Source: an optimization exercise on an open RTL-to-GDS flow (aim: small area, a short achievable clock period and few clock cycles). Production flows keep margins and buffers that such runs may drop.
Where RTL was checked, it was by simulation tests only, not by an equivalence proof against the original.
No functional check of the RTL was part of runs 1 to 5.
No activity file was given, so power comes from the tool's default toggle rates.

### flow/design.v
module fastadd #(parameter N = 8)
(input [N-1:0] x, y,
input ci,
output [N-1:0] s);
reg [N:0] G, P;
integer i, d;
always @(*) begin
	G[0] = ci;
	P[0] = 1'b0;
	for (i = 0; i < N; i = i + 1) begin
		G[i+1] = x[i] & y[i];
		P[i+1] = x[i] ^ y[i];
	end
	for (d = 1; d <= N; d = d * 2)
		for (i = N; i >= d; i = i - 1) begin
			G[i] = G[i] | (P[i] & G[i-d]);
			P[i] = P[i] & P[i-d];
		end
end
assign s = x ^ y ^ G[N-1:0];
endmodule
module my_cpu(input clk, reset,
output [5:0] address,
output memWr,
output [7:0] writedata,
input [7:0] readdata, IN,
output [7:0] OUT,
output halt
);
reg [5:0] pc;
reg [7:0] a;
reg [7:0] outr;
reg [7:0] ir;       
reg       ev;       
reg       yi, yc;   
reg [7:0] rsel;     
reg [7:0] rf [0:7];
reg       haltr;
reg       s_ldi, s_jmp, s_rel, s_ldm, s_stm, s_dld, s_dst;
wire s_d   = s_dld | s_dst;
wire fetch = ~(s_ldi | s_jmp | s_rel | s_ldm | s_stm | s_d | haltr);
assign address   = pc;
assign memWr     = s_dst;
assign writedata = a;
assign OUT       = outr;
assign halt      = haltr;
wire [3:0] eh = ir[7:4];
reg  [7:0] rv;
integer k;
always @(*) begin
	rv = 8'd0;
	for (k = 0; k < 8; k = k + 1)
		rv = rv | ({8{rsel[k]}} & rf[k]);
end
wire e_lda = ev & (eh == 4'h1);
wire e_sta = ev & (eh == 4'h2);
wire e_and = ev & (eh == 4'hA);
wire e_or  = ev & (eh == 4'hB);
wire e_add = ev & (eh == 4'hC);
wire e_sub = ev & (eh == 4'hD);
wire e_e   = ev & (eh == 4'hE) & ~ir[3] & ~(ir[2] & ir[1]);
wire e_not = e_e & (ir[2:0] == 3'd0);
wire e_inc = e_e & (ir[2:0] == 3'd1);
wire e_dec = e_e & (ir[2:0] == 3'd2);
wire e_shl = e_e & (ir[2:0] == 3'd3);
wire e_shr = e_e & (ir[2:0] == 3'd4);
wire e_ror = e_e & (ir[2:0] == 3'd5);
wire e_in  = ev & (ir == 8'hF0);
wire e_out = ev & (ir == 8'hF1);
wire e_aw = e_lda | e_and | e_or | e_add | e_sub | e_e | e_in;
wire       e_arith = e_add | e_sub | e_inc | e_dec;
wire [7:0] y = rv ^ {8{yi}};
wire [7:0] sum;
fastadd #(8) adder(a, y, yc, sum);
wire       a_mem = s_ldi | s_dld;
wire       a_hold = ~(e_aw | a_mem);
wire [7:0] ares = ({8{e_lda}} & rv)
                | ({8{e_and}} & (a & rv))
                | ({8{e_or}} & (a | rv))
                | ({8{e_arith}} & sum)
                | ({8{e_not}} & ~a)
                | ({8{e_shl}} & {a[6:0], 1'b0})
                | ({8{e_shr}} & {1'b0, a[7:1]})
                | ({8{e_ror}} & {a[0], a[7:1]})
                | ({8{e_in}} & IN)
                | ({8{a_mem}} & readdata)
                | ({8{a_hold}} & a);
always @(posedge clk)
	for (k = 0; k < 8; k = k + 1)
		if (e_sta & rsel[k])
			rf[k] <= a;
wire az = (a == 8'd0);
function take;
	input [7:0] op;
	input z, n;
	case (op[7:4])
		4'h7:    take = z;
		4'h8:    take = ~z;
		4'h9:    take = ~n & ((op[3:0] != 4'd0) | ~z);
		default: take = 1'b1;
	endcase
endfunction
wire [3:0] fh = readdata[7:4];
wire       flo0 = (readdata[3:0] == 4'd0);
wire       f_br = (fh[3:2] == 2'b01 & fh[1]) | (fh[3:2] == 2'b10 & ~fh[1]);
wire       f_later = (fh != 4'h6) & e_aw | take(readdata, az, a[7]);
wire f_ldm  = (readdata == 8'h30);
wire f_stm  = (readdata == 8'h40);
wire f_ldi  = (readdata == 8'h50);
wire f_halt = (readdata == 8'hF2);
wire f_e    = ~f_br & ~f_ldm & ~f_stm & ~f_ldi & ~f_halt;
wire f_add  = (fh == 4'hC);
wire f_sub  = (fh == 4'hD);
wire f_inc  = (readdata == 8'hE1);
wire f_dec  = (readdata == 8'hE2);
wire f_skip = fetch & f_br & flo0 & ~f_later;     
wire       j_take = take(ir, az, a[7]);
wire [5:0] pc1 = pc + 6'd1;
wire [5:0] pc2 = pc + 6'd2;
wire [5:0] pcrel;
fastadd #(6) reladd(pc, {{3{ir[3]}}, ir[2:0] ^ {3{ir[3]}}}, ir[3], pcrel);
wire p_inc  = (fetch & ~f_skip) | s_ldi | (s_jmp & ~j_take);
wire p_rd   = (s_jmp & j_take) | s_ldm | s_stm;
wire p_rel  = s_rel & j_take;
wire p_hold = haltr | (s_rel & ~j_take);
wire [5:0] pcn = ({6{p_inc}} & pc1)
               | ({6{f_skip}} & pc2)
               | ({6{p_rel}} & pcrel)
               | ({6{p_rd}} & readdata[5:0])
               | ({6{s_d}} & ir[5:0])
               | ({6{p_hold}} & pc);
always @(posedge clk) begin
	if (s_ldm | s_stm)
		ir <= {2'b00, pc1};
	else
		ir <= readdata;
	rsel <= (f_inc | f_dec) ? 8'd0 : (8'd1 << readdata[2:0]);
	yi <= f_sub | f_dec;
	yc <= f_sub | f_inc;
	if (reset) begin
		pc <= 6'd0;
		a <= 8'd0;
		outr <= 8'd0;
		ev <= 1'b0;
		haltr <= 1'b0;
		s_ldi <= 1'b0; s_jmp <= 1'b0; s_rel <= 1'b0; s_ldm <= 1'b0; s_stm <= 1'b0;
		s_dld <= 1'b0; s_dst <= 1'b0;
	end else begin
		a <= ares;
		pc <= pcn;
		if (e_out) outr <= a;
		ev    <= fetch & f_e;
		haltr <= haltr | (fetch & f_halt);
		s_ldi <= fetch & f_ldi;
		s_ldm <= fetch & f_ldm;
		s_stm <= fetch & f_stm;
		s_jmp <= fetch & f_br & flo0 & f_later;
		s_rel <= fetch & f_br & ~flo0 & f_later;
		s_dld <= s_ldm;
		s_dst <= s_stm;
	end
end
endmodule
### flow/run.sh
#!/bin/bash
# synth_recipe.tcl (not shown) runs the flow's synth.tcl, then flattens the netlist and writes it again
# the make line also repeats each setting of config.mk as NAME=value (left out here)
make -C /OpenROAD-flow-scripts/flow DESIGN_CONFIG=/design/flow/config.mk WORK_HOME=/design/flow/orfs CLKGATE_MAP_FILE= SYNTH_SCRIPT=/design/flow/synth_recipe.tcl finish
### flow/config.mk
export PLATFORM = sky130hd
export DESIGN_NAME = my_cpu
export DESIGN_NICKNAME = my_cpu
export VERILOG_FILES = /design/flow/design.v
export SDC_FILE = /design/flow/constraint.sdc
export NUM_CORES = 4
export LEC_CHECK = 0
export CAP_MARGIN = 20
export CORE_MARGIN = 2
export CORE_UTILIZATION = 40
export SETUP_SLACK_MARGIN = 3.0
export SLEW_MARGIN = 20
### flow/constraint.sdc
create_clock -name core_clock -period 5.0 [get_ports {clk}]
set_input_delay 1.0000 -clock core_clock [delete_from_list [all_inputs] [get_ports {clk}]]
set_output_delay 1.0000 -clock core_clock [all_outputs]
set_load 0.01 [all_outputs]
==> flow_metrics.env, run 1 <==
export IMPL_cp_top_family="compound AO/OA/AOI/OAI gates"
export IMPL_first_iter_violations=442
export IMPL_skew_ps=6.35
export IMPL_wl_per_cell_um=22.5
export IMPL_finalNonFillerCells=879
export IMPL_cts_htree_levels=4
export IMPL_min_to="s_dst$_SDFF_PP0_"
export IMPL_firstDrtPassIters=6
export IMPL_synth_commonest_cells="edfxtp_1, dfxtp_1, nor2_1"
export IMPL_vias=5245
export IMPL_ys_flop_type="edfxtp_1"
export IMPL_die_h_um=126
export IMPL_yosys_area_top_type="edfxtp_1"
export IMPL_clk_pin_slew_ps=50
export IMPL_cts_root_buf="clkbuf_16"
export IMPL_dp_cells=766
export IMPL_grt_max_degree=28
export IMPL_path_class="reg2reg"
export IMPL_totalWireLength_um=19800
export IMPL_grt_pass1_wl_um=29900
export IMPL_r2r_start="rf[3][0]$_DFFE_PP_"
export IMPL_r2r_cells=11
export IMPL_final_period_utilization_pct=51.3
export IMPL_max_stage_delay_ps=370
export IMPL_powerDensity_nw_per_um2=324
export IMPL_yosysMostFrequentCell="edfxtp_1"
export IMPL_arrival_ps=2890
export IMPL_min_from="s_stm$_SDFF_PP0_"
export IMPL_avgSynthCellArea_um2=10.4
export IMPL_cap_viol_max_count=0
export IMPL_hold_path_depth=1
export IMPL_min_period_ps=2560
export IMPL_antenna_found_initial=0
export IMPL_dp_hpwl_um=12100
export IMPL_rrSetupSlack_ps=2440
export IMPL_syn_num_nets=603
export IMPL_synthCells=568
export IMPL_clock_sinks=113
export IMPL_synth_area_leaders="edfxtp_1, dfxtp_1, a22oi_1"
export IMPL_start_util_pct=40.9
export IMPL_max_freq_mhz=390
export IMPL_synth_edff_count=64
export IMPL_final_cell_area_um2=8200
export IMPL_tightestPinTransition_ps=732
export IMPL_max_slew_margin_rel_pct=51.2
export IMPL_yosys_warnings=4
export IMPL_leakagePower_uw=0.00304
export IMPL_worst_path_max_delay_cell="edfxtp_1"
export IMPL_n_antenna_cell=0
export IMPL_num_rows=44
export IMPL_status="no timing/DRC/antenna violations"
export IMPL_worstSetupStartpointType="register"
export IMPL_hold_viol_final=0
export IMPL_clk_latency_ps=420
export IMPL_die_width_um=126
export IMPL_async_flop_share_pct=0
export IMPL_hp_class="reg2reg"
export IMPL_port_buffers=41
export IMPL_grt_setup_unrepaired="true"
export IMPL_grt_pass1_vias=5264
export IMPL_ios=42
export IMPL_setup_worst_path_end_class="register"
export IMPL_path_max_fanout=3
export IMPL_tns_ps=0
export IMPL_crit_required_ps=5330
export IMPL_avgViaCountPerCell=5.97
export IMPL_ant_nets=0
export IMPL_crit_buf_inv=1
export IMPL_cts_buffers=17
export IMPL_ir_worst_vdd_uv=245
export IMPL_ys_seq_area_share_pct=49.0
export IMPL_core_um2=14500
export IMPL_placed_area_um2=6530
export IMPL_netlist_area_leader_share_pct=32.5
export IMPL_synthDistinctLibCells=76
export IMPL_cts_hold_buffers=0
export IMPL_place_gp_congestion=0.919
export IMPL_slew_viol_final=0
export IMPL_syn_to_final_growth_pct=38.6
export IMPL_power_uw=2660
export IMPL_syn_area_um2=5920
export IMPL_drcViolationCount=0
export IMPL_cts_tree="built"
export IMPL_grt_remaining_overflow=0
export IMPL_reg2reg_to="a[7]$_SDFF_PP0_"
export IMPL_setup_viol_count_final=0
export IMPL_cts_buffer_depth=2
export IMPL_die_area_um2=15800
export IMPL_ys_seq_elements=113
export IMPL_nNetsFinal=717
export IMPL_track_usage_pct=25.1
export IMPL_cp_cell_sequence="a22oi_2 > nand4_1 > xor2_1 > inv_1 > fa_2 > nor2b_4 > o21ai_2 > a21boi_2 > o211ai_1 > a21o_1 > a31oi_1"
export IMPL_drive_gt1_share_pct=36.1
-- layout make-up --
type                            count  area (um2)
Clock inverter                     12         141
Clock buffer                       20         437
Sequential cell                   113        3000
Multi-Input combinational cell    402        3180
Timing Repair Buffer              129        1140
Fill cell                        1211        6280
Inverter                           19        71.3
Tap cell                          184         230
-- state kept, by name (all words and copies together), names as in the netlist, 6 cells and up --
signal	count
a	8
rsel	8
outr	8
ir	8
rf	64
pc	6
-- routing by layer --
layer | vias to the layer above | part of all wire [%] | track usage [%]
met5 | - | 0 | 0
met4 | 0 | 5.4 | 15.2
met3 | 73 | 6.4 | 5.65
met2 | 237 | 49 | 41.9
met1 | 2543 | 39 | 29.6
li1 | 2392 | - | -
-- stage by stage --
step	util, %	worst slack (ps)	hold WS, ps
6_report	56.6	2440	493
5_1_grt	56.6	2350	521
4_1_cts	55.1	2460	489
3_5_place_dp	45.1	1700	484
3_3_place_gp	45.1	1770	476
2_1_floorplan	-	2450	469
-- cell usage in the layout, fill, tap and decap left out, types with 5 or more instances in the layout --
master / instances
nor3_1: 10
dfxtp_2: 8
clkbuf_16: 17
ha_1: 13
inv_1: 16
xor2_1: 16
nand2b_1: 13
nand2_1: 32
edfxtp_1: 64
dfxtp_1: 17
or3_1: 5
clkdlybuf4s50_1: 8
and2_2: 8
nand3_1: 15
buf_4: 72
nor2_1: 45
buf_12: 8
buf_2: 12
a31oi_1: 5
nand4_1: 10
a22oi_2: 5
dfxtp_4: 24
mux2i_1: 11
buf_6: 16
nor4_1: 7
a221oi_1: 8
a22oi_1: 30
a21oi_1: 20
xnor2_1: 8
nor2b_1: 9
clkbuf_2: 5
o21ai_0: 21
clkinv_1: 5
-- worst max-delay path by stage --
stage,from,end,cells past startpoint
after floorplan,readdata[0],pc[5]$_SDFF_PP0_,7
after global placement,readdata[0],pc[3]$_SDFF_PP0_,7
after detailed placement,readdata[0],pc[3]$_SDFF_PP0_,7
after CTS,rf[3][0]$_DFFE_PP_,a[7]$_SDFF_PP0_,11
after global routing,rf[3][0]$_DFFE_PP_,a[7]$_SDFF_PP0_,11
final,rf[3][0]$_DFFE_PP_,a[7]$_SDFF_PP0_,11
-- power breakdown --
group	switching (uW)	internal (uW)	total (uW)
sequential	34.9	994	1030
clock	418	774	1190
combinational	229	208	437
-- kinds of logic (layout without fill, tap and decap cells) --
| kind of cell | after synthesis | in the layout | share of synthesized area [%] |
|---|---|---|---|
| and+or+nand+nor | 192 | 192 | 18.3 |
| buffers and inverters | 54 | 180 | 3.76 |
| xor gates and xnor gates | 26 | 26 | 3.85 |
| AOI/OAI and AO/OA | 152 | 152 | 18.7 |
| adders and majority gates | 17 | 17 | 3.72 |
| DFF | 113 | 113 | 49.0 |
| muxes | 14 | 15 | 2.62 |
-- timing repair --
item | CTS | global route
buffers inserted | 61 | 19
pin swaps | 18 | 26
gates cloned | 1 | 0
setup endpoints to repair | 120 | 69
resized for setup | 247 | 37
==> inputs of run 2 (changes only) <==
--- a/flow/config.mk
+++ b/flow/config.mk
@@ -10,3 +10,3 @@
 export CORE_UTILIZATION = 40
-export SETUP_SLACK_MARGIN = 3.0
+export SETUP_SLACK_MARGIN = 2.5
 export SLEW_MARGIN = 20
==> flow_metrics.env, run 2 <==
export IMPL_wl_per_cell_um=21.8
export IMPL_grt_max_degree=28
export IMPL_ant_nets=0
export IMPL_path_class="reg2reg"
export IMPL_drive_gt1_share_pct=23.3
export IMPL_status="no timing/DRC/antenna violations"
export IMPL_max_freq_mhz=382
export IMPL_syn_area_um2=5920
export IMPL_die_area_um2=15800
export IMPL_multi_input_area_um2=3000
export IMPL_first_iter_violations=406
export IMPL_tightestPinTransition_ps=840
export IMPL_cap_viol_max_count=0
export IMPL_antenna_found_initial=0
export IMPL_register_area_um2=2950
export IMPL_powerDensity_nw_per_um2=339
export IMPL_ys_seq_area_share_pct=49.0
export IMPL_yosys_warnings=4
export IMPL_ys_flop_type="edfxtp_1"
export IMPL_grt_pass1_wl_um=27300
export IMPL_clock_sinks=113
export IMPL_crit_required_ps=5320
export IMPL_async_flop_share_pct=0
export IMPL_start_util_pct=40.9
export IMPL_yosysMostFrequentCell="edfxtp_1"
export IMPL_setup_viol_count_final=0
export IMPL_final_period_utilization_pct=52.4
export IMPL_yosys_area_top_type="edfxtp_1"
export IMPL_final_cell_mix="edfxtp_1, nor2_1, nand2_1"
export IMPL_vias=4940
export IMPL_port_buffers=41
export IMPL_netlist_area_leader_share_pct=32.5
export IMPL_num_rows=44
export IMPL_cts_buffers=17
export IMPL_die_h_um=126
export IMPL_placed_area_um2=6480
export IMPL_avgViaCountPerCell=5.97
export IMPL_ys_seq_elements=113
export IMPL_max_slew_margin_rel_pct=44.0
export IMPL_totalWireLength_um=18000
export IMPL_die_width_um=126
export IMPL_avgSynthCellArea_um2=10.4
export IMPL_grt_remaining_overflow=0
export IMPL_synth_area_leaders="edfxtp_1, dfxtp_1, a22oi_1"
export IMPL_min_period_ps=2620
export IMPL_fin_hold_ws_ps=495
export IMPL_synth_commonest_cells="edfxtp_1, dfxtp_1, nor2_1"
export IMPL_firstDrtPassIters=5
export IMPL_syn_to_final_growth_pct=27.1
export IMPL_path_max_fanout=9
export IMPL_ir_worst_vdd_uv=241
export IMPL_cts_hold_buffers=0
export IMPL_grt_pass1_vias=4767
export IMPL_core_um2=14500
export IMPL_n_antenna_cell=0
export IMPL_hp_class="reg2reg"
export IMPL_slew_viol_final=0
export IMPL_grt_setup_unrepaired="true"
export IMPL_synthDistinctLibCells=76
export IMPL_setup_worst_path_end_class="register"
export IMPL_ios=42
export IMPL_place_gp_congestion=0.906
export IMPL_leakagePower_uw=0.00268
export IMPL_syn_num_nets=603
export IMPL_dp_hpwl_um=12100
export IMPL_largest_reg_flops=64
export IMPL_hold_viol_final=0
export IMPL_clk_latency_ps=410
export IMPL_synthCells=568
export IMPL_tns_ps=0
export IMPL_cts_buffer_depth=2
export IMPL_clk_pin_slew_ps=50
export IMPL_nNetsFinal=665
export IMPL_track_usage_pct=22.6
export IMPL_synth_edff_count=64
export IMPL_fill_cells=1269
export IMPL_arrival_ps=2940
export IMPL_top_register="rf"
export IMPL_drcViolationCount=0
export IMPL_cts_htree_levels=4
export IMPL_final_cell_area_um2=7530
export IMPL_cts_tree="built"
export IMPL_cts_root_buf="clkbuf_16"
export IMPL_skew_ps=9.95
export IMPL_worstSetupStartpointType="register"
export IMPL_layout_commonest_cell="edfxtp_1"
-- run 2: metal layers --
layer / vias up / global-route usage (%) / part of all wire [%]
met4: 0 / 8.37 / 2.9
met5: - / 0 / 0
li1: 2282 / - / -
met1: 2445 / 29.3 / 44
met2: 174 / 37.5 / 48
met3: 39 / 4.50 / 5.4
-- run 2: metrics by stage --
stage               instances  utilization (%)  total power, uW  setup WS (ps)
finish                    827             52.0             2550           2380
detailed placement        764             44.7             1350           1670
floorplan                 568                -             1250           2450
global placement          764             44.7             1340           1760
global route              827             52.0             2640           2310
CTS                       812             50.6             2530           2430
-- run 2: cells by family (layout without fill, tap and decap cells) --
logic type | Yosys count | after routing | share of synthesized area (%)
DFF | 113 | 113 | 49.0
buffers and inverters | 54 | 129 | 3.76
and+or+nand+nor | 192 | 192 | 18.3
AOI/OAI and AO/OA | 152 | 152 | 18.7
muxes | 14 | 14 | 2.62
xor gates and xnor gates | 26 | 26 | 3.85
adders and majority gates | 17 | 17 | 3.72
-- run 2: cell type report --
class	instances	share of cell area, %
inverter	19	0.948
clock buffer	18	5.70
timing repair buffer	78	9.26
tap	184	3.06
clock inverter	14	1.86
multi-input combinational	401	39.9
sequential	113	39.3
-- run 2: repair_timing --
item,in CTS,in global routing
endpoints found under the setup margin,27,17
gates resized for setup,70,26
setup buffers,16,15
cloned,0,0
pin swaps,8,20
-- run 2: final timing paths --
check | start | endpoint | slack (ps) | cells after the start
hold / removal | outr[4]$_SDFFE_PP0P_ | outr[4]$_SDFFE_PP0P_ | 500 | 2
setup / recovery | rsel[6]$_SDFF_PP0_ | a[5]$_SDFF_PP0_ | 2380 | 10
hold reg to reg | outr[4]$_SDFFE_PP0P_ | outr[4]$_SDFFE_PP0P_ | 500 | 2
setup reg to reg | rsel[6]$_SDFF_PP0_ | a[5]$_SDFF_PP0_ | 2380 | 10
-- run 2: power breakdown --
group	switching, uW	internal [uW]	leakage (uW)
combinational	187	159	0.00140
sequential	45.1	998	0.00100
clock	430	731	0.000283
total	662	1890	0.00268
-- run 2: critical path: stages, from the launching register on --
cell and delay, ps:
dfxtp_4 390, a22oi_1 210, nand4_1 240, xor2_2 250, ha_1 350, nor2b_4 140
o21ai_2 160, a21boi_2 110, o21a_1 200, or3_1 320, a31oi_1 150
==> inputs of run 3 (changes only) <==
--- a/flow/config.mk
+++ b/flow/config.mk
@@ -10,2 +10,3 @@
 export CORE_UTILIZATION = 40
+export CTS_BUF_LIST = sky130_fd_sc_hd__clkbuf_4
 export SETUP_SLACK_MARGIN = 2.5
==> flow_metrics.env, run 3 <==
export IMPL_status="no timing/DRC/antenna violations"
export IMPL_synthDistinctLibCells=76
export IMPL_synth_commonest_cells="edfxtp_1, dfxtp_1, nor2_1"
export IMPL_synth_area_leaders="edfxtp_1, dfxtp_1, a22oi_1"
export IMPL_max_slew_margin_rel_pct=43.5
export IMPL_avgSynthCellArea_um2=10.4
export IMPL_leakagePower_uw=0.00263
export IMPL_num_rows=44
export IMPL_cts_root_buf="clkbuf_4"
export IMPL_yosysMostFrequentCell="edfxtp_1"
export IMPL_cts_buffers=17
export IMPL_dp_hpwl_um=12100
export IMPL_track_usage_pct=22.8
export IMPL_hold_viol_final=0
export IMPL_firstDrtPassIters=5
export IMPL_cap_viol_max_count=0
export IMPL_final_cell_mix="edfxtp_1, nor2_1, nand2_1"
export IMPL_ys_seq_area_share_pct=49.0
export IMPL_max_freq_mhz=381
export IMPL_netlist_area_leader_share_pct=32.5
export IMPL_start_util_pct=40.9
export IMPL_worstSetupStartpointType="register"
export IMPL_syn_num_nets=603
export IMPL_path_class="reg2reg"
export IMPL_ys_seq_elements=113
export IMPL_nNetsFinal=666
export IMPL_drcViolationCount=0
export IMPL_clk_pin_slew_ps=100
export IMPL_antenna_found_initial=1
export IMPL_die_area_um2=15800
export IMPL_grt_pass1_wl_um=27500
export IMPL_n_antenna_cell=0
export IMPL_synthCells=568
export IMPL_syn_to_final_growth_pct=22.6
export IMPL_cp_cell_sequence="a22oi_2 > nand4_1 > xor2_2 > buf_4 > ha_4 > a211oi_2 > a21oi_2 > buf_4 > or3_1 > nand3_1 > a21oi_1"
export IMPL_crit_required_ps=5370
export IMPL_grt_max_degree=28
export IMPL_grt_remaining_overflow=0
export IMPL_top_register="rf"
export IMPL_crit_path_frequent_cell="buf_4"
export IMPL_hp_class="reg2reg"
export IMPL_cts_htree_levels=4
export IMPL_place_gp_congestion=0.906
export IMPL_die_width_um=126
export IMPL_skew_ps=19.2
export IMPL_layout_commonest_cell="edfxtp_1"
export IMPL_r2r_cells=11
export IMPL_ys_flop_type="edfxtp_1"
export IMPL_yosys_area_top_type="edfxtp_1"
export IMPL_arrival_ps=2990
export IMPL_clk_latency_ps=510
export IMPL_cts_tree="built"
export IMPL_hold_path_depth=2
export IMPL_fin_hold_ws_ps=504
export IMPL_path_max_fanout=4
export IMPL_cts_hold_buffers=0
export IMPL_min_from="outr[4]$_SDFFE_PP0P_"
export IMPL_drive_gt1_share_pct=23.3
export IMPL_clock_sinks=113
export IMPL_cts_buffer_depth=2
export IMPL_rrSetupSlack_ps=2380
export IMPL_min_period_ps=2620
export IMPL_port_buffers=41
export IMPL_tns_ps=0
export IMPL_final_cell_area_um2=7260
export IMPL_yosys_warnings=4
export IMPL_r2r_start="rsel[0]$_SDFF_PP0_"
export IMPL_synth_edff_count=64
export IMPL_powerDensity_nw_per_um2=282
export IMPL_vias=4953
export IMPL_largest_reg_flops=64
export IMPL_core_um2=14500
export IMPL_wl_per_cell_um=22.0
export IMPL_min_to="outr[4]$_SDFFE_PP0P_"
export IMPL_first_iter_violations=449
export IMPL_placed_area_um2=6480
export IMPL_setup_worst_path_end_class="register"
export IMPL_final_period_utilization_pct=52.4
export IMPL_worst_path_max_delay_cell="dfxtp_4"
export IMPL_async_flop_share_pct=0
export IMPL_slew_viol_final=0
export IMPL_ios=42
export IMPL_totalWireLength_um=18200
export IMPL_setup_viol_count_final=0
export IMPL_ant_nets=0
export IMPL_tightestPinTransition_ps=848
export IMPL_grt_setup_unrepaired="true"
export IMPL_die_h_um=126
export IMPL_ir_worst_vdd_uv=125
export IMPL_avgViaCountPerCell=5.98
export IMPL_max_stage_delay_ps=380
export IMPL_reg2reg_to="a[4]$_SDFF_PP0_"
export IMPL_syn_area_um2=5920
export IMPL_grt_pass1_vias=4771
-- run 3: changes by cell type in the layout (fill, tap and decap cells not counted), moves of 2 or more --
cell	previous run	this run
dfxtp_1	24	22
clkdlybuf4s15_2	2	0
dfxtp_4	8	18
clkbuf_16	17	0
clkbuf_2	4	1
dfxtp_2	17	9
clkbuf_4	0	18
dlygate4sd2_1	2	16
clkdlybuf4s50_1	30	19
-- run 3: cell families after synthesis --
kind of cell | after synthesis | share of synthesized area, %
compound gates | 152 | 18.7
buf+inv | 54 | 3.76
mux | 14 | 2.62
xor+xnor | 26 | 3.85
flops | 113 | 49.0
simple gates | 192 | 18.3
fa+ha+maj | 17 | 3.72
-- run 3: per-stage QoR --
| step | utilization [%] | setup slack (ps) | total power, uW | instances |
|---|---|---|---|---|
| after floorplan | - | 2450 | 1250 | 568 |
| after CTS | 48.9 | 2390 | 2030 | 816 |
| after global placement | 44.7 | 1760 | 1340 | 764 |
| after global routing | 50.1 | 2270 | 2140 | 828 |
| final | 50.1 | 2380 | 2050 | 828 |
| after detailed placement | 44.7 | 1670 | 1350 | 764 |
-- run 3: worst max-delay path, delay by kind of cell (launching register included) --
family | cells | cell delay [ps]
flops | 1 | 380
simple gates | 3 | 680
compound gates | 4 | 620
buf+inv | 2 | 340
xor+xnor | 1 | 250
fa+ha+maj | 1 | 220
-- run 3: metal layers --
metal  share of wire [%]  vias to the layer above  global-route usage (%)  routed length [um]
met5               0.071                        -                       0                  13
li1                    -                     2298                       -                   -
met4                 2.7                        2                    9.35                 484
met1                  42                     2419                    29.5                7700
met3                 6.2                       42                    4.67                1130
met2                  49                      192                    37.4                8860
-- run 3: power by group --
group | leakage [uW] | internal (uW) | total (uW) | switching, uW
Sequential | 0.00101 | 994 | 1030 | 41.1
Clock | 0.000155 | 301 | 670 | 369
Combinational | 0.00146 | 156 | 344 | 188
Total | 0.00263 | 1450 | 2050 | 598
-- run 3: how the worst max path moves through the flow --
stage                     cells after the start               start  slack, ps          endpoint
final                                        11  rsel[0]$_SDFF_PP0_       2380   a[4]$_SDFF_PP0_
after global routing                         10  rf[0][1]$_DFFE_PP_       2270   a[5]$_SDFF_PP0_
after CTS                                    10  rf[0][1]$_DFFE_PP_       2390   a[5]$_SDFF_PP0_
after detailed placement                      7         readdata[0]       1670  pc[2]$_SDFF_PP0_
after global placement                        7         readdata[2]       1760  pc[3]$_SDFF_PP0_
after floorplan                               7         readdata[0]       2450  pc[5]$_SDFF_PP0_
-- run 3: repair_timing --
item	in CTS	in global routing
setup endpoints to repair	29	15
endpoints found under the hold margin	0	0
setup buffers	20	12
resized for setup	88	23
gates cloned	0	0
pin swaps	10	22
-- run 3: cell type report --
| cell class | instances | area [um2] |
|---|---|---|
| Clock buffer | 18 | 135 |
| Multi-Input combinational cell | 401 | 2990 |
| Timing Repair Buffer | 79 | 706 |
| Sequential cell | 113 | 2980 |
| Inverter | 19 | 71.3 |
| Tap cell | 184 | 230 |
| Clock inverter | 14 | 140 |
| Fill cell | 1315 | 7220 |
==> inputs of run 4 (changes only) <==
--- a/flow/config.mk
+++ b/flow/config.mk
@@ -10,3 +10,5 @@
 export CORE_UTILIZATION = 40
-export CTS_BUF_LIST = sky130_fd_sc_hd__clkbuf_4
+export CTS_BUF_LIST = sky130_fd_sc_hd__clkbuf_8
+export CTS_CLUSTER_DIAMETER = 150
+export CTS_CLUSTER_SIZE = 40
 export SETUP_SLACK_MARGIN = 2.5
==> flow_metrics.env, run 4 <==
export IMPL_async_flop_share_pct=0
export IMPL_grt_max_degree=28
export IMPL_synth_area_leaders="edfxtp_1, dfxtp_1, a22oi_1"
export IMPL_vias=4912
export IMPL_avgSynthCellArea_um2=10.4
export IMPL_grt_pass1_wl_um=27300
export IMPL_powerDensity_nw_per_um2=303
export IMPL_max_freq_mhz=390
export IMPL_final_period_utilization_pct=51.3
export IMPL_cts_htree_levels=4
export IMPL_path_max_fanout=9
export IMPL_r2r_cells=10
export IMPL_syn_to_final_growth_pct=23.0
export IMPL_drcViolationCount=0
export IMPL_skew_ps=15.0
export IMPL_cts_hold_buffers=0
export IMPL_netlist_area_leader_share_pct=32.5
export IMPL_layout_commonest_cell="edfxtp_1"
export IMPL_cts_root_buf="clkbuf_8"
export IMPL_setup_worst_path_end_class="register"
export IMPL_hold_viol_final=0
export IMPL_clk_pin_slew_ps=70
export IMPL_status="no timing/DRC/antenna violations"
export IMPL_ys_flop_type="edfxtp_1"
export IMPL_path_class="reg2reg"
export IMPL_ir_worst_vdd_uv=172
export IMPL_track_usage_pct=22.6
export IMPL_cts_tree="built"
export IMPL_slew_viol_final=0
export IMPL_clock_sinks=113
export IMPL_syn_num_nets=603
export IMPL_min_period_ps=2570
export IMPL_wl_per_cell_um=21.8
export IMPL_setup_viol_count_final=0
export IMPL_ant_nets=0
export IMPL_synth_commonest_cells="edfxtp_1, dfxtp_1, nor2_1"
export IMPL_clk_latency_ps=450
export IMPL_max_slew_margin_rel_pct=42.9
export IMPL_dp_worst_setup_slack_ps=1670
export IMPL_yosysMostFrequentCell="edfxtp_1"
export IMPL_tightestPinTransition_ps=855
export IMPL_largest_reg_flops=64
export IMPL_core_um2=14500
export IMPL_synthCells=568
export IMPL_cts_buffers=17
export IMPL_antenna_found_initial=0
export IMPL_r2r_start="rsel[6]$_SDFF_PP0_"
export IMPL_ios=42
export IMPL_first_iter_violations=421
export IMPL_firstDrtPassIters=5
export IMPL_ys_seq_elements=113
export IMPL_tns_ps=0
export IMPL_arrival_ps=2930
export IMPL_crit_required_ps=5360
export IMPL_die_h_um=126
export IMPL_num_rows=44
export IMPL_synth_edff_count=64
export IMPL_ys_seq_area_share_pct=49.0
export IMPL_startpoint="rsel[6]$_SDFF_PP0_"
export IMPL_grt_pass1_vias=4752
export IMPL_reg2reg_to="a[5]$_SDFF_PP0_"
export IMPL_grt_setup_unrepaired="true"
export IMPL_cap_viol_max_count=0
export IMPL_start_util_pct=40.9
export IMPL_top_register="rf"
export IMPL_dp_hpwl_um=12100
export IMPL_rrSetupSlack_ps=2430
export IMPL_syn_area_um2=5920
export IMPL_yosys_area_top_type="edfxtp_1"
export IMPL_place_gp_congestion=0.906
export IMPL_leakagePower_uw=0.00257
export IMPL_power_uw=2210
export IMPL_die_width_um=126
export IMPL_final_cell_area_um2=7280
export IMPL_final_cell_mix="edfxtp_1, nor2_1, nand2_1"
export IMPL_grt_remaining_overflow=0
export IMPL_port_buffers=41
export IMPL_min_from="outr[4]$_SDFFE_PP0P_"
export IMPL_avgViaCountPerCell=5.96
export IMPL_placed_area_um2=6480
export IMPL_yosys_warnings=4
export IMPL_nNetsFinal=662
export IMPL_hp_class="reg2reg"
export IMPL_worstSetupStartpointType="register"
export IMPL_totalWireLength_um=17900
export IMPL_synthDistinctLibCells=76
export IMPL_fin_util_pct=50.3
export IMPL_crit_end="a[5]$_SDFF_PP0_"
export IMPL_n_antenna_cell=0
export IMPL_cts_buffer_depth=2
export IMPL_drive_gt1_share_pct=22.5
export IMPL_die_area_um2=15800
export IMPL_fin_ws_ps=2430
run 4: report_power, final:
group	internal [uW]	switching [uW]	total, uW
combinational	152	181	333
sequential	995	44.7	1040
clock	438	394	833
total	1590	620	2210
run 4: critical path, stage by stage, from the launching register on:
cell and delay, ps:
dfxtp_4 390, a22oi_1 200, nand4_1 230, xor2_2 250, ha_1 350, nor2b_4 140
o21ai_2 150, a21boi_2 100, o21a_1 200, or3_1 310, a31oi_1 160
run 4: what timing repair did:
action,4_1_cts,5_1_grt
endpoints found under the setup margin,28,18
gates resized for setup,69,22
pin swaps,9,17
buffers inserted,14,14
run 4: layer usage:
metal / global-route usage [%] / vias to the layer above / part of all wire, % / routed length [um]
met5: 0 / - / 0 / 0
met4: 9.28 / 0 / 3.0 / 529
met3: 4.29 / 40 / 5.6 / 1000
met2: 37.3 / 173 / 48 / 8590
met1: 29.3 / 2413 / 44 / 7800
li1: - / 2286 / - / -
run 4: kinds of logic (layout without fill, tap and decap cells):
kind of cell	count (synthesis)	in the layout	share of synthesized area (%)
and+or+nand+nor	192	192	18.3
AOI/OAI and AO/OA	152	152	18.7
DFF	113	113	49.0
muxes	14	14	2.62
xor gates and xnor gates	26	26	3.85
buffers and inverters	54	126	3.76
adders and majority gates	17	17	3.72
run 4: layout make-up:
cell class | instances | area, um2
inverters | 19 | 71.3
flip-flops and latches | 113 | 2960
well taps | 184 | 230
fillers | 1310 | 7200
clock buffers | 17 | 234
repair buffers | 75 | 669
multi-input cells | 401 | 2970
clock inverters | 15 | 144
run 4: worst min-delay path by stage:
| stage | end | slack (ps) | cells past startpoint |
|---|---|---|---|
| floorplan | s_dld$_SDFF_PP0_ | 470 | 1 |
| global placement | outr[6]$_SDFFE_PP0P_ | 490 | 2 |
| detailed placement | s_dst$_SDFF_PP0_ | 480 | 1 |
| CTS | s_dst$_SDFF_PP0_ | 490 | 1 |
| global route | rf[2][3]$_DFFE_PP_ | 520 | 0 |
| finish | outr[4]$_SDFFE_PP0P_ | 500 | 2 |
run 4: metrics by stage:
step                      hold slack (ps)  std cells
after floorplan                       469        568
after global placement                490        764
after detailed placement              483        764
after CTS                             494        810
after global routing                  518        824
final                                 498        824
==> inputs of run 5 (changes only) <==
--- a/flow/design.v
+++ b/flow/design.v
@@ -105,3 +105,2 @@
 wire       f_br = (fh[3:2] == 2'b01 & fh[1]) | (fh[3:2] == 2'b10 & ~fh[1]);
-wire       f_later = (fh != 4'h6) & e_aw | take(readdata, az, a[7]);
 wire f_ldm  = (readdata == 8'h30);
@@ -115,9 +114,7 @@
 wire f_dec  = (readdata == 8'hE2);
-wire f_skip = fetch & f_br & flo0 & ~f_later;     
 wire       j_take = take(ir, az, a[7]);
 wire [5:0] pc1 = pc + 6'd1;
-wire [5:0] pc2 = pc + 6'd2;
 wire [5:0] pcrel;
 fastadd #(6) reladd(pc, {{3{ir[3]}}, ir[2:0] ^ {3{ir[3]}}}, ir[3], pcrel);
-wire p_inc  = (fetch & ~f_skip) | s_ldi | (s_jmp & ~j_take);
+wire p_inc  = fetch | s_ldi | (s_jmp & ~j_take);
 wire p_rd   = (s_jmp & j_take) | s_ldm | s_stm;
@@ -126,3 +123,2 @@
 wire [5:0] pcn = ({6{p_inc}} & pc1)
-               | ({6{f_skip}} & pc2)
                | ({6{p_rel}} & pcrel)
@@ -156,4 +152,4 @@
 		s_stm <= fetch & f_stm;
-		s_jmp <= fetch & f_br & flo0 & f_later;
-		s_rel <= fetch & f_br & ~flo0 & f_later;
+		s_jmp <= fetch & f_br & flo0;
+		s_rel <= fetch & f_br & ~flo0;
 		s_dld <= s_ldm;
==> flow/flow/run.sh (new file) <==
#!/bin/bash
# Standard layout, but with plain buffers on the ports instead of the
# delay-cell buffers buffer_ports picks by default.
set -euo pipefail
export BUFFER_PORTS_ARGS="-buffer_cell sky130_fd_sc_hd__buf_1"
bash standard.sh > standard.log 2>&1
==> flow/standard.sh (new file) <==
#!/bin/bash
# synth_recipe.tcl (not shown) runs the flow's synth.tcl, then flattens the netlist and writes it again
# the make line also repeats each setting of config.mk as NAME=value (left out here)
make -C /OpenROAD-flow-scripts/flow DESIGN_CONFIG=/design/flow/config.mk WORK_HOME=/design/flow/orfs CLKGATE_MAP_FILE= SYNTH_SCRIPT=/design/flow/synth_recipe.tcl "${@:-finish}"
--- a/flow/config.mk
+++ b/flow/config.mk
@@ -10,5 +10,2 @@
 export CORE_UTILIZATION = 40
-export CTS_BUF_LIST = sky130_fd_sc_hd__clkbuf_8
-export CTS_CLUSTER_DIAMETER = 150
-export CTS_CLUSTER_SIZE = 40
 export SETUP_SLACK_MARGIN = 2.5
removed: flow/run.sh
==> flow_metrics.env, run 5 <==
export IMPL_wl_per_cell_um=21.3
export IMPL_path_max_fanout=6
export IMPL_ys_seq_elements=113
export IMPL_num_rows=43
export IMPL_tns_ps=0
export IMPL_die_h_um=124
export IMPL_cp_top_family="compound AO/OA/AOI/OAI gates"
export IMPL_ios=42
export IMPL_yosys_area_top_type="edfxtp_1"
export IMPL_clock_sinks=113
export IMPL_min_period_ps=2670
export IMPL_grt_setup_unrepaired="true"
export IMPL_tightestPinTransition_ps=933
export IMPL_ant_nets=0
export IMPL_max_stage_delay_ps=380
export IMPL_cts_buffers=17
export IMPL_cp_cell_sequence="a22oi_2 > nand4_1 > xor2_1 > inv_1 > fa_2 > nand2b_4 > a21oi_4 > o21a_1 > o41a_1 > mux2_2 > a31oi_1"
export IMPL_grt_remaining_overflow=0
export IMPL_yosys_warnings=4
export IMPL_syn_num_nets=582
export IMPL_final_cell_mix="edfxtp_1, nor2_1, buf_1"
export IMPL_async_flop_share_pct=0
export IMPL_crit_required_ps=5350
export IMPL_yosysMostFrequentCell="edfxtp_1"
export IMPL_dp_hpwl_um=11100
export IMPL_status="no timing/DRC/antenna violations"
export IMPL_die_area_um2=15400
export IMPL_start_util_pct=41.3
export IMPL_cap_viol_max_count=0
export IMPL_max_slew_margin_rel_pct=37.7
export IMPL_path_class="reg2reg"
export IMPL_grt_pass1_vias=4595
export IMPL_max_freq_mhz=374
export IMPL_skew_ps=7.16
export IMPL_syn_to_final_growth_pct=21.0
export IMPL_leakagePower_uw=0.00245
export IMPL_arrival_ps=3020
export IMPL_avgSynthCellArea_um2=10.5
export IMPL_hp_class="reg2reg"
export IMPL_core_um2=14000
export IMPL_drive_gt1_share_pct=18.4
export IMPL_ir_worst_vdd_uv=251
export IMPL_cts_root_buf="clkbuf_16"
export IMPL_grt_max_degree=28
export IMPL_nNetsFinal=641
export IMPL_totalWireLength_um=17000
export IMPL_place_gp_congestion=0.932
export IMPL_fin_hold_ws_ps=480
export IMPL_grt_pass1_wl_um=25700
export IMPL_synth_area_leaders="edfxtp_1, dfxtp_1, a22oi_1"
export IMPL_setup_viol_count_final=0
export IMPL_cts_hold_buffers=0
export IMPL_synthDistinctLibCells=70
export IMPL_die_width_um=124
export IMPL_cts_htree_levels=4
export IMPL_layout_commonest_cell="edfxtp_1"
export IMPL_syn_area_um2=5770
export IMPL_port_buffers=41
export IMPL_track_usage_pct=22.7
export IMPL_powerDensity_nw_per_um2=367
export IMPL_worstSetupStartpointType="register"
export IMPL_antenna_found_initial=0
export IMPL_worst_path_max_delay_cell="fa_2"
export IMPL_firstDrtPassIters=6
export IMPL_ys_flop_type="edfxtp_1"
export IMPL_setup_worst_path_end_class="register"
export IMPL_final_period_utilization_pct=53.5
export IMPL_cts_buffer_depth=2
export IMPL_cts_tree="built"
export IMPL_top_register="rf"
export IMPL_crit_buf_inv=1
export IMPL_slew_viol_final=0
export IMPL_synth_commonest_cells="edfxtp_1, dfxtp_1, nor2_1"
export IMPL_largest_reg_flops=64
export IMPL_hold_viol_final=0
export IMPL_avgViaCountPerCell=6.00
export IMPL_drcViolationCount=0
export IMPL_synth_edff_count=64
export IMPL_vias=4803
export IMPL_synthCells=548
export IMPL_fill_cells=1247
export IMPL_n_antenna_cell=0
export IMPL_clk_latency_ps=420
export IMPL_first_iter_violations=513
export IMPL_clk_pin_slew_ps=60
export IMPL_ys_seq_area_share_pct=50.3
export IMPL_netlist_area_leader_share_pct=33.3
[run 5: cell count changes in the layout (fill, tap and decap cells not counted), moves of 7 or more]
cell             change
dfxtp_1             +14
buf_6                +7
dfxtp_4              -8
buf_4               -10
a221oi_1            -10
clkbuf_8            -15
clkbuf_16           +17
buf_1               +41
clkdlybuf4s50_1     -30
[run 5: cell type report]
cell class                 count  area (um2)  area share [%]
clock buffer                  20         457            6.54
clock inverter                12         133            1.90
inverter                      15        56.3           0.806
multi-input combinational    388        2770            39.7
sequential                   113        2930            41.9
tap                          180         225            3.23
timing repair buffer          72         412            5.90
[run 5: through the flow]
step	instance area (um2)	instances	power [uW]	util (%)	worst slack [ps]
floorplan	5780	548	1260	-	2470
global placement	6030	742	1330	43.1	2330
detailed placement	6030	742	1330	43.1	2250
CTS	6780	790	2540	48.5	2380
global route	6980	800	2650	49.9	2260
finish	6980	800	2560	49.9	2330
[run 5: cells by family (layout without fill, tap and decap cells)]
group / Yosys count / in the layout / synth area share, %
buffers and inverters: 47 / 119 / 3.71
multiplexers: 11 / 11 / 1.93
flip-flops: 113 / 113 / 50.3
AND/OR/NAND/NOR: 183 / 183 / 17.3
AO/OA/AOI/OAI: 154 / 154 / 19.6
adder cells (fa/ha/maj): 16 / 16 / 3.60
XOR/XNOR: 24 / 24 / 3.64
[run 5: layer usage]
| metal | GRT usage (%) | part of all wire (%) | up-vias | routed length (um) |
|---|---|---|---|---|
| met5 | 0 | 0 | - | 0 |
| met4 | 8.29 | 2.6 | 0 | 436 |
| met3 | 5.91 | 9.2 | 31 | 1570 |
| met2 | 34.8 | 46 | 258 | 7860 |
| met1 | 30.9 | 42 | 2304 | 7150 |
| li1 | - | - | 2210 | - |
[run 5: path summary, 6_finish.rpt]
| path | end | from | cells past startpoint | slack (ps) |
|---|---|---|---|---|
| setup / recovery | a[7]$_SDFF_PP0_ | rsel[1]$_SDFF_PP0_ | 11 | 2330 |
| hold / removal | s_dld$_SDFF_PP0_ | s_ldm$_SDFF_PP0_ | 1 | 480 |
| setup reg to reg | a[7]$_SDFF_PP0_ | rsel[1]$_SDFF_PP0_ | 11 | 2330 |
| hold reg to reg | s_dld$_SDFF_PP0_ | s_ldm$_SDFF_PP0_ | 1 | 480 |
[run 5: timing repair]
action / in CTS / in global routing
cloned: 0 / 0
pin swaps: 7 / 18
buffers inserted: 16 / 10
setup endpoints to repair: 31 / 8
gates resized for setup: 19 / 29
[run 5: power breakdown]
part	internal, uW	switching (uW)	leakage (uW)	total (uW)
clock network	759	430	0.000283	1190
registers	1000	50.9	0.000998	1050
logic	141	178	0.00117	319
==> inputs of run 6 (changes only) <==
--- a/flow/design.v
+++ b/flow/design.v
@@ -21,2 +21,24 @@
 endmodule
+module alu8
+(input [7:0] x, y,
+input ci, ce, land, lor, finv,
+output [7:0] s);
+reg [8:0] G, P;
+integer i, d;
+always @(*) begin
+	G[0] = ci;
+	P[0] = 1'b0;
+	for (i = 0; i < 8; i = i + 1) begin
+		G[i+1] = ce & x[i] & y[i];
+		P[i+1] = ce & (x[i] | y[i]);
+	end
+	for (d = 1; d <= 8; d = d * 2)
+		for (i = 8; i >= d; i = i - 1) begin
+			G[i] = G[i] | (P[i] & G[i-d]);
+			P[i] = P[i] & P[i-d];
+		end
+end
+wire [7:0] f = land ? (x & y) : lor ? (x | y) : (x ^ y);
+assign s = f ^ G[7:0] ^ {8{finv}};
+endmodule
 module my_cpu(input clk, reset,
@@ -34,3 +56,3 @@
 reg       ev;       
-reg       yi, yc;   
+reg       xz, xinv, cin, ce, land, lor;   
 reg [7:0] rsel;     
@@ -70,13 +92,9 @@
 wire e_aw = e_lda | e_and | e_or | e_add | e_sub | e_e | e_in;
-wire       e_arith = e_add | e_sub | e_inc | e_dec;
-wire [7:0] y = rv ^ {8{yi}};
-wire [7:0] sum;
-fastadd #(8) adder(a, y, yc, sum);
+wire       e_alu = e_lda | e_and | e_or | e_add | e_sub | e_not | e_inc | e_dec;
+wire [7:0] x = (a & {8{~xz}}) ^ {8{xinv}};
+wire [7:0] alu;
+alu8 alu0(x, rv, cin, ce, land, lor, xinv & ce, alu);
 wire       a_mem = s_ldi | s_dld;
 wire       a_hold = ~(e_aw | a_mem);
-wire [7:0] ares = ({8{e_lda}} & rv)
-                | ({8{e_and}} & (a & rv))
-                | ({8{e_or}} & (a | rv))
-                | ({8{e_arith}} & sum)
-                | ({8{e_not}} & ~a)
+wire [7:0] ares = ({8{e_alu}} & alu)
                 | ({8{e_shl}} & {a[6:0], 1'b0})
@@ -114,2 +132,4 @@
 wire f_dec  = (readdata == 8'hE2);
+wire f_not  = (readdata == 8'hE0);
+wire f_reg  = (fh == 4'h1) | (fh == 4'h2) | (fh[3:2] == 2'b10 & fh[1]) | (fh[3:2] == 2'b11 & ~fh[1]);
 wire       j_take = take(ir, az, a[7]);
@@ -132,5 +152,9 @@
 		ir <= readdata;
-	rsel <= (f_inc | f_dec) ? 8'd0 : (8'd1 << readdata[2:0]);
-	yi <= f_sub | f_dec;
-	yc <= f_sub | f_inc;
+	rsel <= f_reg ? (8'd1 << readdata[2:0]) : 8'd0;
+	xz   <= (fh == 4'h1);
+	xinv <= f_sub | f_dec | f_not;
+	cin  <= f_inc | f_dec;
+	ce   <= f_add | f_sub | f_inc | f_dec;
+	land <= (fh == 4'hA);
+	lor  <= (fh == 4'hB);
 	if (reset) begin
==> flow_metrics.env, run 6 <==
export IMPL_powerDensity_nw_per_um2=374
export IMPL_max_freq_mhz=417
export IMPL_num_rows=44
export IMPL_setup_worst_path_end_class="register"
export IMPL_top_register="rf"
export IMPL_yosys_warnings=4
export IMPL_grt_pass1_wl_um=23600
export IMPL_r2r_cells=10
export IMPL_max_slew_margin_rel_pct=47.1
export IMPL_die_h_um=125
export IMPL_synth_edff_count=64
export IMPL_grt_setup_unrepaired="false"
export IMPL_setup_viol_count_final=0
export IMPL_cts_buffer_depth=2
export IMPL_power_internal_uw=1910
export IMPL_cts_buffers=17
export IMPL_arrival_ps=2680
export IMPL_worst_path_max_delay_cell="dfxtp_2"
export IMPL_tightestPinTransition_ps=786
export IMPL_async_flop_share_pct=0
export IMPL_antenna_found_initial=0
export IMPL_synth_commonest_cells="edfxtp_1, dfxtp_1, nand2_1, nor2_1"
export IMPL_die_width_um=125
export IMPL_critical_path_depth=10
export IMPL_dp_worst_setup_slack_ps=2370
export IMPL_final_cell_area_um2=6770
export IMPL_path_class="reg2reg"
export IMPL_port_buffers=41
export IMPL_grt_pass1_vias=4315
export IMPL_placed_area_um2=6080
export IMPL_switching_power_uw=624
export IMPL_slew_viol_final=0
export IMPL_synth_area_leaders="edfxtp_1, dfxtp_1, ha_1"
export IMPL_drcViolationCount=0
export IMPL_synthDistinctLibCells=58
export IMPL_skew_ps=6.65
export IMPL_hp_class="reg2reg"
export IMPL_track_usage_pct=19.5
export IMPL_totalWireLength_um=14700
export IMPL_ios=42
export IMPL_clock_sinks=117
export IMPL_worstSetupStartpointType="register"
export IMPL_fin_util_pct=47.1
export IMPL_crit_required_ps=5280
export IMPL_avgSynthCellArea_um2=10.7
export IMPL_cts_root_buf="clkbuf_16"
export IMPL_cap_viol_max_count=0
export IMPL_grt_remaining_overflow=0
export IMPL_die_area_um2=15500
export IMPL_netlist_area_leader_share_pct=33.0
export IMPL_max_stage_delay_ps=390
export IMPL_largest_reg_flops=64
export IMPL_clk_latency_ps=410
export IMPL_start_util_pct=40.5
export IMPL_dp_hpwl_um=10200
export IMPL_swShare_pct=24.6
export IMPL_status="no timing/DRC/antenna violations"
export IMPL_cts_htree_levels=4
export IMPL_final_cell_mix="edfxtp_1, buf_1, nor2_1, nand2_1"
export IMPL_ant_nets=0
export IMPL_tns_ps=0
export IMPL_cp_cell_sequence="a22oi_1 > nand4_1 > buf_4 > ha_1 > mux2i_1 > o21ai_0 > xor2_1 > xnor2_1 > o2111a_1 > nor2_1"
export IMPL_p_clk_share_pct=48.6
export IMPL_grt_max_degree=28
export IMPL_core_um2=14400
export IMPL_fin_ws_ps=2600
export IMPL_vias=4372
export IMPL_ys_seq_elements=117
export IMPL_syn_to_final_growth_pct=16.4
export IMPL_hold_viol_final=0
export IMPL_place_gp_congestion=0.828
export IMPL_yosys_area_top_type="edfxtp_1"
export IMPL_cts_hold_buffers=0
export IMPL_ys_seq_area_share_pct=51.2
export IMPL_avgViaCountPerCell=5.62
export IMPL_layout_commonest_cell="edfxtp_1"
export IMPL_first_iter_violations=319
export IMPL_ir_worst_vdd_uv=316
export IMPL_synthCells=545
export IMPL_n_antenna_cell=0
export IMPL_yosysMostFrequentCell="edfxtp_1"
export IMPL_seq_power_share_pct=42.3
export IMPL_syn_area_um2=5820
export IMPL_cp_top_family="compound AO/OA/AOI/OAI gates"
export IMPL_leakagePower_uw=0.00244
export IMPL_drive_gt1_share_pct=13.0
export IMPL_syn_num_nets=586
export IMPL_final_period_utilization_pct=48.0
export IMPL_min_period_ps=2400
export IMPL_hold_path_depth=1
export IMPL_ys_flop_type="edfxtp_1"
export IMPL_clk_pin_slew_ps=60
export IMPL_path_max_fanout=9
export IMPL_comb_power_share_pct=9.2
export IMPL_cts_tree="built"
export IMPL_nNetsFinal=622
export IMPL_firstDrtPassIters=5
export IMPL_crit_buf_inv=1
export IMPL_wl_per_cell_um=18.9
run 6: cell types whose count changed after synthesis, moves of 5 or more:
| cell | change |
|---|---|
| a21oi_1 | -5 |
| a222oi_1 | +10 |
| a22o_1 | -5 |
| ha_1 | +8 |
| inv_1 | +20 |
| mux2i_1 | +6 |
| nand3_1 | -11 |
| nor2_1 | -7 |
| nor3_1 | -10 |
| o21ai_0 | -6 |
| xnor2_1 | +19 |
| xor2_1 | -8 |
run 6: cell families after synthesis:
kind of cell             after synthesis  share of synthesized area [%]
AO/OA/AOI/OAI                        126                           15.7
XOR/XNOR                              36                           5.55
adder cells (fa/ha/maj)               23                           4.94
buffers and inverters                 63                           4.51
flip-flops                           117                           51.2
multiplexers                          16                           2.75
AND/OR/NAND/NOR                      164                           15.3
run 6: timing repair:
action / CTS / global route
hold endpoints to repair: 0 / 0
setup buffers: 0 / 2
resized for setup: 9 / 21
pin swaps: 0 / 3
setup endpoints to repair: 6 / 13
run 6: final cells by class:
cell class | count | area, um2
Clock buffer | 17 | 425
Clock inverter | 15 | 175
Fill cell | 1289 | 7590
Inverter | 36 | 135
Multi-Input combinational cell | 365 | 2620
Sequential cell | 117 | 3010
Tap cell | 184 | 230
Timing Repair Buffer | 44 | 176
run 6: routing by layer:
layer  global-route usage [%]  wire (um)  up-vias  part of all wire [%]
li1                         -          -     2079                     -
met1                     24.9       6260     2147                    42
met2                     32.7       7440      125                    50
met3                     4.42        771       21                   5.2
met4                     6.81        276        0                   1.9
met5                        0          0        -                     0
run 6: path summary, 6_finish.rpt:
kind / startpoint / to / slack [ps]
setup / recovery: rsel[3]$_SDFF_PP0_ / a[1]$_SDFF_PP0_ / 2600
hold / removal: s_ldm$_SDFF_PP0_ / s_dld$_SDFF_PP0_ / 480
setup reg to reg: rsel[3]$_SDFF_PP0_ / a[1]$_SDFF_PP0_ / 2600
hold reg to reg: s_ldm$_SDFF_PP0_ / s_dld$_SDFF_PP0_ / 480
run 6: per-stage QoR:
stage / hold WS, ps / std cells / total power, uW
3_5_place_dp: 469 / 744 / 1320
5_1_grt: 502 / 778 / 2620
2_1_floorplan: 453 / 545 / 1250
3_3_place_gp: 465 / 744 / 1310
6_report: 479 / 778 / 2540
4_1_cts: 481 / 776 / 2540
run 6: power by group through the flow:
| stage | registers (uW) | clock network [uW] | logic, uW |
|---|---|---|---|
| after floorplan | 1070 | 0 | 180 |
| after global placement | 1090 | 0 | 220 |
| after detailed placement | 1090 | 0 | 226 |
| after CTS | 1070 | 1240 | 229 |
| after global routing | 1080 | 1280 | 263 |
| final | 1070 | 1230 | 233 |
Testbench counts of run 6, summed over its fixed seeds: cycles 27,699.
==> inputs of run 7 (changes only) <==
--- a/flow/config.mk
+++ b/flow/config.mk
@@ -10,3 +10,3 @@
 export CORE_UTILIZATION = 40
-export SETUP_SLACK_MARGIN = 2.5
+export SETUP_SLACK_MARGIN = 3.1
 export SLEW_MARGIN = 20
==> flow_metrics.env, run 7 <==
export IMPL_swShare_pct=24.9
export IMPL_n_antenna_cell=0
export IMPL_synth_area_leaders="edfxtp_1, dfxtp_1, ha_1"
export IMPL_path_class="reg2reg"
export IMPL_avgViaCountPerCell=5.61
export IMPL_firstDrtPassIters=6
export IMPL_wl_per_cell_um=19.6
export IMPL_rrSetupSlack_ps=2750
export IMPL_crit_required_ps=5290
export IMPL_syn_area_um2=5820
export IMPL_clk_latency_ps=420
export IMPL_seq_power_share_pct=41.1
export IMPL_min_period_ps=2250
export IMPL_start_util_pct=40.5
export IMPL_die_h_um=125
export IMPL_grt_pass1_vias=4701
export IMPL_grt_max_degree=28
export IMPL_async_flop_share_pct=0
export IMPL_status="no timing/DRC/antenna violations"
export IMPL_ys_seq_area_share_pct=51.2
export IMPL_die_area_um2=15500
export IMPL_largest_reg_flops=64
export IMPL_setup_worst_path_end_class="register"
export IMPL_tns_ps=0
export IMPL_cts_buffers=17
export IMPL_switching_power_uw=641
export IMPL_ios=42
export IMPL_port_buffers=41
export IMPL_yosysMostFrequentCell="edfxtp_1"
export IMPL_comb_power_share_pct=13.4
export IMPL_cap_viol_max_count=0
export IMPL_ys_seq_elements=117
export IMPL_powerDensity_nw_per_um2=334
export IMPL_synthCells=545
export IMPL_grt_setup_unrepaired="true"
export IMPL_cts_tree="built"
export IMPL_ir_worst_vdd_uv=246
export IMPL_final_period_utilization_pct=45.0
export IMPL_synth_edff_count=64
export IMPL_totalWireLength_um=16300
export IMPL_place_gp_congestion=0.836
export IMPL_vias=4674
export IMPL_worstSetupStartpointType="register"
export IMPL_synth_commonest_cells="edfxtp_1, dfxtp_1, nand2_1, nor2_1"
export IMPL_yosys_warnings=4
export IMPL_power_internal_uw=1930
export IMPL_max_freq_mhz=445
export IMPL_track_usage_pct=21.2
export IMPL_num_rows=44
export IMPL_antenna_found_initial=0
export IMPL_die_width_um=125
export IMPL_cts_buffer_depth=2
export IMPL_grt_pass1_wl_um=25400
export IMPL_grt_remaining_overflow=0
export IMPL_max_slew_margin_rel_pct=51.1
export IMPL_syn_num_nets=586
export IMPL_dp_hpwl_um=10300
export IMPL_slew_viol_final=0
export IMPL_cts_htree_levels=4
export IMPL_ant_nets=0
export IMPL_final_cell_mix="edfxtp_1, buf_4, nand2_1"
export IMPL_clk_pin_slew_ps=50
export IMPL_core_um2=14400
export IMPL_hp_class="reg2reg"
export IMPL_ys_flop_type="edfxtp_1"
export IMPL_first_iter_violations=377
export IMPL_leakagePower_uw=0.00293
export IMPL_cts_hold_buffers=0
export IMPL_p_clk_share_pct=45.6
export IMPL_fin_util_pct=53.6
export IMPL_netlist_area_leader_share_pct=33.0
export IMPL_avgSynthCellArea_um2=10.7
export IMPL_cts_root_buf="clkbuf_16"
export IMPL_path_max_fanout=4
export IMPL_synthDistinctLibCells=58
export IMPL_nNetsFinal=677
export IMPL_yosys_area_top_type="edfxtp_1"
export IMPL_drive_gt1_share_pct=35.6
export IMPL_clock_sinks=117
export IMPL_layout_commonest_cell="edfxtp_1"
export IMPL_fill_cells=1207
export IMPL_arrival_ps=2540
export IMPL_setup_viol_count_final=0
export IMPL_skew_ps=7.24
export IMPL_drcViolationCount=0
export IMPL_top_register="rf"
export IMPL_syn_to_final_growth_pct=32.3
export IMPL_tightestPinTransition_ps=728
export IMPL_hold_viol_final=0
-- run 7: cells by family after synthesis --
logic type,after synthesis,share of synthesized area [%]
muxes,16,2.75
DFF,117,51.2
AOI/OAI and AO/OA,126,15.7
and+or+nand+nor,164,15.3
adders and majority gates,23,4.94
xor gates and xnor gates,36,5.55
buffers and inverters,63,4.51
-- run 7: worst max-delay path, cell delays in order, from the launching register on --
cell and delay (ps):
edfxtp_1 410, a22oi_2 190, nand4_1 200, inv_2 120, ha_4 150, inv_2 40, nand4_1 130, o41ai_4 120
a211oi_4 250, buf_6 160, o31ai_2 70, xnor2_1 190, o22ai_1 80
-- run 7: timing repair --
item | CTS | global route
endpoints found under the setup margin | 123 | 112
gates resized for setup | 122 | 48
buffers inserted | 43 | 14
pin swaps | 33 | 27
-- run 7: stage by stage --
step / cell area (um2) / worst slack, ps / std cells / total power [uW] / hold WS, ps
2_1_floorplan: 5960 / 2930 / 545 / 1260 / 453
3_3_place_gp: 6160 / 2520 / 744 / 1320 / 464
3_5_place_dp: 6160 / 2520 / 744 / 1320 / 470
4_1_cts: 7450 / 2800 / 819 / 2560 / 487
5_1_grt: 7700 / 2640 / 833 / 2650 / 508
6_report: 7700 / 2750 / 833 / 2570 / 483
-- run 7: area by class of cell --
type / count / area, um2 / share of cell area (%)
clock buffer: 19 / 443 / 5.75
clock inverter: 13 / 131 / 1.71
inverter: 36 / 138 / 1.79
sequential: 117 / 3080 / 40.0
timing repair buffer: 99 / 766 / 9.94
tap: 184 / 230 / 2.99
multi-input combinational: 365 / 2910 / 37.8
-- run 7: metal layers --
metal | wire length, um | share of wire (%) | GRT usage (%) | up-vias
li1 | - | - | - | 2196
met4 | 659 | 4.0 | 10.8 | 0
met2 | 8410 | 51 | 36.8 | 152
met5 | 0 | 0 | 0 | -
met1 | 6520 | 40 | 24.4 | 2278
met3 | 749 | 4.6 | 4.85 | 48
-- run 7: worst paths after layout --
| check | start | to | depth (start not counted) |
|---|---|---|---|
| max | rf[3][1]$_DFFE_PP_ | a[7]$_SDFF_PP0_ | 12 |
| min | outr[2]$_SDFFE_PP0P_ | outr[2]$_SDFFE_PP0P_ | 2 |
| max reg2reg | rf[3][1]$_DFFE_PP_ | a[7]$_SDFF_PP0_ | 12 |
| min reg2reg | outr[2]$_SDFFE_PP0P_ | outr[2]$_SDFFE_PP0P_ | 2 |
-- run 7: power groups by stage --
| stage | Sequential (uW) | Clock (uW) | Combinational [uW] |
|---|---|---|---|
| floorplan | 1070 | 0 | 191 |
| global placement | 1090 | 0 | 228 |
| detailed placement | 1090 | 0 | 233 |
| CTS | 1060 | 1180 | 316 |
| global route | 1060 | 1220 | 374 |
| finish | 1060 | 1170 | 344 |
==> inputs of run 8 (changes only) <==
--- a/flow/config.mk
+++ b/flow/config.mk
@@ -10,3 +10,3 @@
 export CORE_UTILIZATION = 40
-export SETUP_SLACK_MARGIN = 3.1
+export SETUP_SLACK_MARGIN = 3.4
 export SLEW_MARGIN = 20
==> flow_metrics.env, run 8 <==
export IMPL_yosys_warnings=4
export IMPL_grt_setup_unrepaired="true"
export IMPL_status="no timing/DRC/antenna violations"
export IMPL_core_um2=14400
export IMPL_die_width_um=125
export IMPL_ant_nets=0
export IMPL_synth_edff_count=64
export IMPL_hold_viol_final=0
export IMPL_place_gp_congestion=0.847
export IMPL_grt_pass1_vias=4884
export IMPL_track_usage_pct=22.7
export IMPL_final_cell_area_um2=8190
export IMPL_dp_hpwl_um=10700
export IMPL_placed_area_um2=6260
export IMPL_largest_reg_flops=64
export IMPL_fill_cells=1119
export IMPL_wl_per_cell_um=20.4
export IMPL_clk_latency_ps=420
export IMPL_cp_cell_sequence="buf_6 > a22oi_2 > nand4_1 > inv_1 > buf_4 > nor4_2 > o311ai_1 > o31ai_2 > xnor2_1 > o22ai_1"
export IMPL_cts_buffer_depth=2
export IMPL_crit_buf_inv=3
export IMPL_layout_commonest_cell="edfxtp_1"
export IMPL_grt_remaining_overflow=0
export IMPL_die_area_um2=15500
export IMPL_ys_seq_area_share_pct=51.2
export IMPL_max_stage_delay_ps=400
export IMPL_min_period_ps=2260
export IMPL_drcViolationCount=0
export IMPL_ir_worst_vdd_uv=199
export IMPL_ys_flop_type="edfxtp_1"
export IMPL_syn_num_nets=586
export IMPL_totalWireLength_um=17200
export IMPL_antenna_found_initial=0
export IMPL_num_rows=44
export IMPL_skew_ps=8.97
export IMPL_worstSetupStartpointType="register"
export IMPL_arrival_ps=2550
export IMPL_synth_area_leaders="edfxtp_1, dfxtp_1, ha_1"
export IMPL_clock_sinks=117
export IMPL_switching_power_uw=645
export IMPL_netlist_area_leader_share_pct=33.0
export IMPL_die_h_um=125
export IMPL_synthDistinctLibCells=58
export IMPL_syn_area_um2=5820
export IMPL_final_period_utilization_pct=45.3
export IMPL_nNetsFinal=691
export IMPL_first_iter_violations=456
export IMPL_power_internal_uw=1890
export IMPL_cts_hold_buffers=0
export IMPL_avgSynthCellArea_um2=10.7
export IMPL_clk_pin_slew_ps=50
export IMPL_grt_pass1_wl_um=27300
export IMPL_worst_path_max_delay_cell="o311ai_1"
export IMPL_avgViaCountPerCell=5.62
export IMPL_firstDrtPassIters=6
export IMPL_yosys_area_top_type="edfxtp_1"
export IMPL_slew_viol_final=0
export IMPL_powerDensity_nw_per_um2=309
export IMPL_comb_power_share_pct=15.3
export IMPL_leakagePower_uw=0.00308
export IMPL_ios=42
export IMPL_synth_commonest_cells="edfxtp_1, dfxtp_1, nand2_1, nor2_1"
export IMPL_synthCells=545
export IMPL_swShare_pct=25.5
export IMPL_async_flop_share_pct=0
export IMPL_max_freq_mhz=442
export IMPL_cts_buffers=17
export IMPL_syn_to_final_growth_pct=40.7
export IMPL_top_register="rf"
export IMPL_cts_root_buf="clkbuf_16"
export IMPL_p_clk_share_pct=43.0
export IMPL_hp_class="reg2reg"
export IMPL_tns_ps=0
export IMPL_cts_tree="built"
export IMPL_vias=4764
export IMPL_seq_power_share_pct=41.7
export IMPL_path_max_fanout=6
export IMPL_crit_required_ps=5290
export IMPL_max_slew_margin_rel_pct=53.5
export IMPL_yosysMostFrequentCell="edfxtp_1"
export IMPL_final_cell_mix="edfxtp_1, buf_4, buf_6"
export IMPL_cap_viol_max_count=0
export IMPL_setup_viol_count_final=0
export IMPL_ys_seq_elements=117
export IMPL_setup_worst_path_end_class="register"
export IMPL_n_antenna_cell=0
export IMPL_start_util_pct=40.5
export IMPL_tightestPinTransition_ps=692
export IMPL_grt_max_degree=28
export IMPL_multi_input_area_um2=3180
export IMPL_cp_top_family="compound AO/OA/AOI/OAI gates"
export IMPL_path_class="reg2reg"
export IMPL_drive_gt1_share_pct=43.7
export IMPL_cts_htree_levels=4
export IMPL_port_buffers=41
export IMPL_register_area_um2=3100
run 8: area by class of cell:
cell class / count / area share (%)
sequential: 117 / 37.8
timing repair buffer: 113 / 12.4
clock buffer: 21 / 5.38
multi-input combinational: 365 / 38.8
inverter: 36 / 1.80
clock inverter: 11 / 1.07
tap: 184 / 2.81
run 8: kinds of logic (layout without fill, tap and decap cells):
group	count (synthesis)	in the layout	share of synthesized area [%]
xor gates and xnor gates	36	36	5.55
adders and majority gates	23	23	4.94
muxes	16	16	2.75
buffers and inverters	63	181	4.51
AOI/OAI and AO/OA	126	126	15.7
and+or+nand+nor	164	164	15.3
DFF	117	117	51.2
run 8: final timing paths:
path / start / end / slack (ps) / cells past startpoint
min: s_stm$_SDFF_PP0_ / s_dst$_SDFF_PP0_ / 480 / 1
min reg2reg: s_stm$_SDFF_PP0_ / s_dst$_SDFF_PP0_ / 480 / 1
max reg2reg: rsel[4]$_SDFF_PN0_ / a[7]$_SDFF_PP0_ / 2740 / 10
max: rsel[4]$_SDFF_PN0_ / a[7]$_SDFF_PP0_ / 2740 / 10
run 8: per-layer routing:
layer | routed length [um] | share of wire, % | global-route usage [%]
met2 | 8960 | 52 | 39.8
met5 | 0 | 0 | 0
met1 | 6820 | 40 | 27.4
met3 | 938 | 5.4 | 4.47
met4 | 529 | 3.1 | 9.32
run 8: timing repair:
action                                  4_1_cts  5_1_grt
resized for setup                           204       55
endpoints found under the setup margin      128      106
buffers inserted                             55       14
pin swaps                                    61       58
run 8: per-stage QoR:
stage          setup slack [ps]  instances  total power [uW]  hold WS, ps  util, %
3_5_place_dp               2500        746              1330          470     43.5
6_report                   2740        847              2530          480     57.0
5_1_grt                    2660        847              2620          502     57.0
3_3_place_gp               2560        746              1330          474     43.5
2_1_floorplan              2930        545              1280          453        -
4_1_cts                    2840        833              2500          477     55.0
run 8: power groups by stage:
| stage | registers, uW | logic, uW | clock network (uW) |
|---|---|---|---|
| after detailed placement | 1090 | 246 | 0 |
| after global routing | 1060 | 418 | 1140 |
| final | 1060 | 386 | 1090 |
| after CTS | 1060 | 345 | 1100 |
| after floorplan | 1070 | 205 | 0 |
| after global placement | 1090 | 239 | 0 |

Setup slack of run 8, layout unchanged: 2.736 ns with ideal ports, 2.736 ns with driving cells assumed (clock clkbuf_16, inputs buf_2), 2.736 ns with port delays also shifted by the 0.454 ns mid clock arrival.
